This is an optimization exercise on Yosys and OpenROAD, whose aim is small area, a short achievable clock period and few clock cycles, not a production implementation. Power is estimated from default activity; no workload was simulated.

Setup of job 3017:
## MIPS
module MIPS (
	input				clk,
	input				rst,
	output	[7:0]		imem_addr,
	input		[15:0]	imem_rdata,
	output	[15:0]	dmem_addr,
	output	[15:0]	dmem_wdata,
	output				dmem_we,
	input		[15:0]	dmem_rdata
);
reg  [7:1]	s1, s2;		 
reg			f1, f2;		 
reg			e_imm;		 
reg			e_bp;		 
reg  [5:0]	e_i6;		 
reg			e_sub, e_add, e_and, e_or, e_xor, e_sll, e_sra, e_srl;
reg			e_st, e_ld, e_wr, e_br;	 
reg  [2:0]	e_rd;
reg  [15:0]	res;
reg  [15:0]	sd;
reg			mwe, wbe, mld;
reg  [2:0]	mrd;
reg  [7:0]	pc;
wire [7:0]	pc1 = pc + 8'd1;
assign imem_addr = pc;
wire [15:0]	ins = imem_rdata;
wire [3:0]	op  = ins[15:12];
wire [2:0]	rd  = ins[11:9];
wire [2:0]	rs1 = ins[8:6];
wire [2:0]	rs2 = ins[5:3];
wire [7:0]	tgt = pc1 + {{2{ins[5]}}, ins[5:0]};
wire d_alu  = (op >= 4'd1) && (op <= 4'd8);
wire d_addi = op == 4'd9;
wire d_ld   = op == 4'd10;
wire d_st   = op == 4'd11;
wire d_br   = op == 4'd12;
wire d_use1 = d_alu | d_addi | d_ld | d_st | d_br;
wire d_use2 = d_alu | d_st;
wire rd_nz  = rd != 3'd0;
wire d_wr   = (d_alu | d_addi | d_ld) & rd_nz;
wire br0    = d_br & (rs1 == 3'd0);
wire [2:0]	ra2 = d_st ? rd : rs2;
wire e_fw   = e_wr & !e_ld;
wire m1     = d_use1 && (rs1 == e_rd);
wire m2     = d_use2 && (ra2 == e_rd);
wire [7:0]	oh1 = d_use1 ? (8'd1 << rs1) : 8'd0;
wire [7:0]	oh2 = d_use2 ? (8'd1 << ra2) : 8'd0;
wire [15:0]	r1, r2;
wire [15:0]	wd = mld ? dmem_rdata : res;
reg			rf_clr;
always @(posedge clk) rf_clr <= rst;
reg_file rf (.clk(clk), .clr(rf_clr), .we(wbe), .wa(mrd), .wd(wd),
	.s1(s1), .rd1(r1), .s2(s2), .rd2(r2));
wire [15:0]	a  = r1 | ({16{f1}} & res);
wire [15:0]	b2 = r2 | ({16{f2}} & res);
wire [15:0]	r;
alu alu_u (.a(a), .b2(b2), .imm({{10{e_i6[5]}}, e_i6}), .bp(e_bp), .bn(e_sub), .bi(e_imm),
	.sub(e_sub), .s_add(e_add), .s_and(e_and), .s_or(e_or),
	.s_xor(e_xor), .s_sll(e_sll), .s_sra(e_sra), .s_srl(e_srl), .r(r));
wire stall = (m1 || m2) && e_ld;
wire [7:0]	e_tgt = pc + {{2{e_i6[5]}}, e_i6};
wire taken = e_br && (a == 16'd0);
wire kill  = rst || taken || stall;	 
always @(posedge clk) begin
	if (rst)
		pc <= 8'd0;
	else if (taken)
		pc <= e_tgt;	 
  ...
Settings: LEC_CHECK=0, ABC_AREA=1, CAP_MARGIN=20, CORE_MARGIN=2, CORE_UTILIZATION=40, PLACE_DENSITY=0.6, SETUP_SLACK_MARGIN=5, SLEW_MARGIN=20, TNS_END_PERCENT=5; clock period 8.0 ns.
standard.sh (not shown) runs the stock make flow with config.mk's settings and CLKGATE_MAP_FILE= SYNTH_SCRIPT=/design/flow/synth_recipe.tcl, a recipe that flattens the netlist after the stock synthesis.
==> flow/flow/run.sh <==
#!/bin/bash
# The standard layout, with plain buffers (not delay cells) on the ports.
set -euo pipefail
bash standard.sh BUFFER_PORTS_ARGS="-buffer_cell sky130_fd_sc_hd__buf_2" finish > standard.log 2>&1
Job 3017 finished all stages; the layout is clean.
Input changes introduced in job 9338 (baseline for comparison: job 3017):
- TNS_END_PERCENT removed (was 5)
==> notes.md <==
Compared with job 3017, job 9338 shows a lower placer congestion estimate.
Job 9338: flow completed, timing, DRC and antenna clean
Job 3017 reached the final stage; the timing, design-rule and antenna checks on its layout passed.
When job 9338 is measured against job 3017, its worst hold slack across all endpoints turns out 0.0044 ns lower.
Re relative contribution of the clock network to total power: job 9338 is 0.5 points down on job 3017.
First-pass iteration count of the detailed router, job 9338 and job 3017: lower on job 9338
NOTE total length of routed wires job 3017->job 9338 decreased slightly
The met3 demand-to-capacity share in global routing of job 9338 exceeds that of job 3017 by 1.9 points.
Minimum clock period after layout: job 9338 vs job 3017 down 0.13 ns
## Diff of input files: job 1696 against job 9338
- changing SETUP_SLACK_MARGIN from 5 to 4.5
==> comparison <==
- ha_1 as the worst-path cell with the longest stage delay was reported by job 1696, and fa_2 by job 9338.
- Startpoint of the most critical setup path: s2[6]$_SDFF_PP0_ -> job 1696, imem_rdata[0] -> job 9338
- For the portion of the clock cycle consumed by the worst path in the final layout, job 1696 came in 4.6 points higher than job 9338 did.
- Comparing total power consumption of the routed design for job 1696 and job 9338, the smaller number came from job 1696.
- Compared to job 9338, job 1696 has count of placed standard cells in the final layout, fillers left out 1.6% lower.
- Job 1696 — area of the multi-input gates 180 sq um lower, job 9338 as reference
- Job 1696 ended up with a higher sequential share of layout area than job 9338 did.
- Job 1696: longest individual stage delay on the worst path is 0.05 ns lower than what job 9338 reported.
- NOTE routed length on met2 job 9338->job 1696 decreased slightly
- The higher sequential share of power of job 1696 and job 9338 is in job 1696.
- In job 1696 relative to job 9338, layout net count had gone down slightly.
- [compare] base=job 9338 new=job 1696: detailed-route via count fell by 0.53%, cell area fell by 3.8%.
Input-level comparison between job 5196 and job 1696:
- a change of SETUP_SLACK_MARGIN from 4.5 to 5
- an added CTS_CLUSTER_SIZE of 30
- an added CTS_CLUSTER_DIAMETER of 100
## What came out
Routed wire length: job 5196 vs job 1696, no meaningful difference
Re logic depth of the worst setup path including buffers: job 1696 and job 5196 aren't equal, and the higher value belongs to job 1696.
The final reports for job 5196 and job 1696 show pre-CTS setup slack higher in the former.
The final layouts of job 1696 and job 5196 pass the timing, design-rule and antenna checks.
Gate count after technology mapping essentially unchanged between job 1696 and job 5196.
The required time of the critical path on job 5196 is in line with that on job 1696.
Looking at standard cell with the maximum stage delay on the critical path, the ha_1 result is from job 1696; the fa_2 one comes from job 5196.
Delta (job 5196 minus job 1696): number of global-route vias before repair picked up an extra 82; worst setup slack picked up an extra 0.37 ns.
In the final reports, the cell area of job 5196 is larger than that of job 1696.
No run of this note included a check of the RTL's function; only the layout flow was run.

port drivers added, routing unchanged:
No port has a modelled driver above. Below, the same layouts with a new extraction and two added sets of constraints.
Step 1: set_driving_cell puts a clkbuf_16 on clk and a buf_2 on each other input, an assumption about the parent block.
Step 2 moves the port delays by t, midway between the first and last clock arrival at a register: inputs arrive t later, outputs are due t later. That takes back most of the time a late clock gives input paths.
Slacks: ideal / step 1 / step 2; pairs: ideal / step 1.
run | t (ns) | setup WS [ns] | worst register clock-pin slew, ns
job 3017 | 0.498 | 4.984 / 4.984 / 4.567 | 0.09 / 0.09
job 9338 | 0.502 | 5.115 / 5.116 / 4.642 | 0.10 / 0.10
job 1696 | 0.503 | 4.747 / 4.747 / 4.433 | 0.09 / 0.09
job 5196 | 0.502 | 5.115 / 5.116 / 4.642 | 0.10 / 0.10
After both steps every run listed still meets setup and hold.
